Source: an optimization exercise on an open RTL-to-GDS flow (aim: small area). Production flows keep margins and buffers that such runs may drop.
In this exercise RTL edits were held to simulation tests only and were not proved equivalent to the original.
No activity file was given, so power comes from the tool's default toggle rates.

==> module totd_40mhz, before the edit <==
module totd_40mhz(
		  input [1:0]  ENABLE40,
		  input        CLK120,
		  input        RST,
		  input [11:0] ADC0,
		  input [11:0] ADC1,
		  input [11:0] ADC2,
		  input [11:0] THRES0,
		  input [11:0] THRES1,
		  input [11:0] THRES2,
		  input [11:0] UP0,
		  input [11:0] UP1,
		  input [11:0] UP2,
		  input [2:0]  TRIG_ENABLE,
		  input [1:0]  MULTIPLICITY,
                  input [6:0]  OCCUPANCY,
                  input [5:0]  FD,
                  input [5:0]  FN,
                  input [11:0] INT,
		  output reg   TRIG
		  );
   wire ph_cap = (ENABLE40 == 2'd1);    
   wire ph_p0  = (ENABLE40 == 2'd2);    
   wire ph_p1  = (ENABLE40 == 2'd0);    
   reg [11:0] cap_x, cap_y, cap_z;
   reg        cap_v;                    
   always @(posedge CLK120) begin
      cap_z <= ADC2;
      cap_y <= ph_cap ? ADC1 : cap_z;
      cap_x <= ph_cap ? ADC0 : cap_y;
      if (ph_cap) cap_v <= !RST;
   end
   wire        sr = RST | !cap_v;        
   wire [11:0] x  = cap_x;
   reg [11:0] ap1, ap2, ap3;             
   reg [17:0] bl1, bl2, bl3;             
   reg [19:0] ia1, ia2, ia3;             
   reg        ic1, ic2, ic3;             
   reg [7:0]  oc1, oc2, oc3;             
   wire [11:0] y   = ap3;
   wire [17:0] bo  = bl3;
   wire [19:0] ao  = ia3;
   wire        co  = ic3;
   wire [7:0]  occ = oc3;
   reg [383:0] qline;
   reg [365:0] gline;
   reg [8:0]   cnt;                      
   reg [6:0]   wc;                       
   always @(posedge CLK120) begin
      if (RST)
        cnt <= 0;
      else if (cnt != 9'd384)
        cnt <= cnt + 1'b1;
   end
   wire g21  = gline[20]  & (cnt >= 9'd21);
   wire g366 = gline[365] & (cnt >= 9'd366);
   wire win_in  = qline[23]  & (cnt >= 9'd24);
   wire win_out = qline[383] & (cnt == 9'd384) & (wc == 7'd121);
   wire [17:0] dec_a = y * FD;
   wire [18:0] dec_b = {1'b0, x, 6'b0} - {1'b0, dec_a};
   wire [17:0] dec_c = dec_b[18] ? 18'd0 : dec_b[17:0];
   wire [23:0] dec_p = dec_c * FN;
   wire [23:0] dec_e = dec_p + 24'd512;
   wire [11:0] dec_y = dec_e[22] ? 12'd4095 : dec_e[21:10];
   wire [11:0] thr = ph_p0 ? THRES0 : ph_p1 ? THRES1 : THRES2;
   wire [11:0] up  = ph_p0 ? UP0    : ph_p1 ? UP1    : UP2;
   wire        en  = ph_p0 ? TRIG_ENABLE[0] : ph_p1 ? TRIG_ENABLE[1]
                   : TRIG_ENABLE[2];
   wire        qn  = !sr && en && (thr < dec_y) && (up >= dec_y);
   wire [19:0] delta = {2'b00, y, 6'b0} - {2'b00, bo};
   wire [19:0] ia_a  = (ao[19] | g366) ? 20'd0 :
                       co ? {1'b0, INT, 1'b0, 6'b0} : ao;
   wire        gn    = !sr && (ia_a[19:6] > {2'b00, INT});
   wire        cn    = ia_a[19:6] > {1'b0, INT, 1'b0};
   wire [19:0] ia_b  = ia_a + delta;
   wire [19:0] ia_c  = ia_b[19] ? 20'd0 :
                       ia_b - (ao[19] ? 20'd0 : 20'd32);
   wire [17:0] adcl = {x, 6'b0};
   wire [17:0] b_p1 = bo + 18'd64;
   wire [17:0] b_ph = bo + 18'd32;
   wire [17:0] b_m1 = bo - 18'd64;
   wire [17:0] b_mh = bo - 18'd32;
   reg  [17:0] bn;
   always @(*) begin
      if (adcl > b_p1)      bn = bo + 18'd4;
      else if (adcl > b_ph) bn = bo + 18'd2;
      else if (adcl > bo)   bn = bo + 18'd1;
      else if (adcl < b_m1) bn = bo - 18'd4;
      else if (adcl < b_mh) bn = bo - 18'd2;
      else if (adcl < bo)   bn = bo - 18'd1;
      else                  bn = bo;
   end
   wire       clr  = TRIG;              
   wire [7:0] occn = occ + win_in - win_out;
   wire       sbn  = !sr && (occ > {1'b0, OCCUPANCY}) && g21;
   always @(posedge CLK120) begin
      ap1 <= sr ? 12'd0 : x;
      bl1 <= sr ? 18'd0 : bn;
      ia1 <= sr ? 20'd0 : ia_c;
      ic1 <= sr ? 1'b0  : cn;
      oc1 <= (sr | clr) ? 8'd0 : occn;
      {ap3, ap2} <= {ap2, ap1};
      {bl3, bl2} <= {bl2, bl1};
      {ia3, ia2} <= {ia2, ia1};
      {ic3, ic2} <= {ic2, ic1};
      {oc3, oc2} <= {oc2, oc1};
      qline <= {qline[382:0], qn};
      gline <= {gline[364:0], gn};
   end
   always @(posedge CLK120) begin
      if (RST)
        wc <= 0;
      else if (ph_cap) begin
         if (clr)
           wc <= 7'd1;
         else if (wc != 7'd121)
           wc <= wc + 1'b1;
      end
   end
   reg sb_d1, sb_d2;
   reg trig_m, trig_now, trig_prev;
   always @(posedge CLK120) begin
      sb_d1 <= sbn;
      sb_d2 <= sb_d1;
      if (RST) begin
         trig_m <= 0;
         trig_now <= 0;
         trig_prev <= 0;
         TRIG <= 0;
      end else if (ph_cap) begin
         trig_m <= ({1'b0, sb_d2} + {1'b0, sb_d1} + {1'b0, sbn} >= MULTIPLICITY)
                   && (MULTIPLICITY != 2'd0);
         trig_now <= trig_m;
         trig_prev <= trig_now;
         TRIG <= trig_now && !trig_prev;
      end
   end
endmodule
clock: 8.3 ns
lec_check: 0
cap_margin: 20
core_margin: 2
core_utilization: 45
slew_margin: 20
run.sh (not shown) runs the stock make flow with config.mk's settings and CLKGATE_MAP_FILE= SYNTH_SCRIPT=/design/flow/synth_recipe.tcl, a recipe that flattens the netlist after the stock synthesis.
The baseline reached the layout checks and failed them: negative setup slack.
Next try:
--- a/flow/design.v
+++ b/flow/design.v
@@ -39,37 +39,39 @@
    reg [7:0]  oc1, oc2, oc3;             
    wire [11:0] y   = ap3;
    wire [17:0] bo  = bl3;
    wire [19:0] ao  = ia3;
    wire        co  = ic3;
    wire [7:0]  occ = oc3;
-   reg [383:0] qline;
+   reg [382:0] qline;
    reg [365:0] gline;
    reg [8:0]   cnt;                      
    reg [6:0]   wc;                       
    always @(posedge CLK120) begin
       if (RST)
         cnt <= 0;
-      else if (cnt != 9'd384)
+      else if (cnt != 9'd383)
         cnt <= cnt + 1'b1;
    end
    wire g21  = gline[20]  & (cnt >= 9'd21);
    wire g366 = gline[365] & (cnt >= 9'd366);
-   wire win_in  = qline[23]  & (cnt >= 9'd24);
-   wire win_out = qline[383] & (cnt == 9'd384) & (wc == 7'd121);
+   wire win_in  = qline[22]  & (cnt >= 9'd23);
+   wire win_out = qline[382] & (cnt == 9'd383) & (wc == 7'd121);
    wire [17:0] dec_a = y * FD;
    wire [18:0] dec_b = {1'b0, x, 6'b0} - {1'b0, dec_a};
-   wire [17:0] dec_c = dec_b[18] ? 18'd0 : dec_b[17:0];
+   reg  [17:0] dec_c;
+   always @(posedge CLK120)
+     dec_c <= (sr | dec_b[18]) ? 18'd0 : dec_b[17:0];
    wire [23:0] dec_p = dec_c * FN;
    wire [23:0] dec_e = dec_p + 24'd512;
    wire [11:0] dec_y = dec_e[22] ? 12'd4095 : dec_e[21:10];
-   wire [11:0] thr = ph_p0 ? THRES0 : ph_p1 ? THRES1 : THRES2;
-   wire [11:0] up  = ph_p0 ? UP0    : ph_p1 ? UP1    : UP2;
-   wire        en  = ph_p0 ? TRIG_ENABLE[0] : ph_p1 ? TRIG_ENABLE[1]
+   wire [11:0] thr = ph_p1 ? THRES0 : ph_cap ? THRES1 : THRES2;
+   wire [11:0] up  = ph_p1 ? UP0    : ph_cap ? UP1    : UP2;
+   wire        en  = ph_p1 ? TRIG_ENABLE[0] : ph_cap ? TRIG_ENABLE[1]
                    : TRIG_ENABLE[2];
-   wire        qn  = !sr && en && (thr < dec_y) && (up >= dec_y);
+   wire        qn  = en && (thr < dec_y) && (up >= dec_y);
    wire [19:0] delta = {2'b00, y, 6'b0} - {2'b00, bo};
    wire [19:0] ia_a  = (ao[19] | g366) ? 20'd0 :
                        co ? {1'b0, INT, 1'b0, 6'b0} : ao;
    wire        gn    = !sr && (ia_a[19:6] > {2'b00, INT});
    wire        cn    = ia_a[19:6] > {1'b0, INT, 1'b0};
    wire [19:0] ia_b  = ia_a + delta;
@@ -101,13 +103,13 @@
       oc1 <= (sr | clr) ? 8'd0 : occn;
       {ap3, ap2} <= {ap2, ap1};
       {bl3, bl2} <= {bl2, bl1};
       {ia3, ia2} <= {ia2, ia1};
       {ic3, ic2} <= {ic2, ic1};
       {oc3, oc2} <= {oc2, oc1};
-      qline <= {qline[382:0], qn};
+      qline <= {qline[381:0], qn};
       gline <= {gline[364:0], gn};
    end
    always @(posedge CLK120) begin
       if (RST)
         wc <= 0;
       else if (ph_cap) begin
After rerunning: This time the run finished clean. Cell area goes down by a few percent. Worst setup slack gains 3.2 ns. Combinational power goes down by well over a third. Via count goes down by a little under a tenth. Total power goes down by a quarter to a third. Flip-flop and latch count goes up by 17. Wire length goes down by a few percent. Clock skew goes up by 0.021 ns. Sequential power goes up by a few percent. Synthesized area goes down slightly.

## afterwards: timing with drivers on the ports
Ports are ideal in the flow. The routed layouts listed here were re-timed in OpenROAD.
Step 1 (the two cells are an assumption about what drives the block):
set clk [get_ports {CLK120}]
set_driving_cell -lib_cell sky130_fd_sc_hd__clkbuf_16 $clk
set_driving_cell -lib_cell sky130_fd_sc_hd__buf_2 [delete_from_list [all_inputs] $clk]
Step 2 times the ports against the registers' clock, not the clock port: input delays grow and output delays shrink by t, the midpoint of the rising clock arrivals with the driver on.
a / b / c = ideal / step 1 / step 2; a / b = the first two.
run	shift t [ns]	setup slack, ns	worst register clock-pin slew, ns	cell pins on the clock port's net
the first run	0.697	-2.538 / -2.506 / -3.203	0.07 / 0.07	1
the second run	0.693	0.691 / 0.720 / 0.028	0.08 / 0.08	1
The setup slack of the first run, which loses most, moves by +0.032 ns with the drivers and by -0.665 ns with both steps.
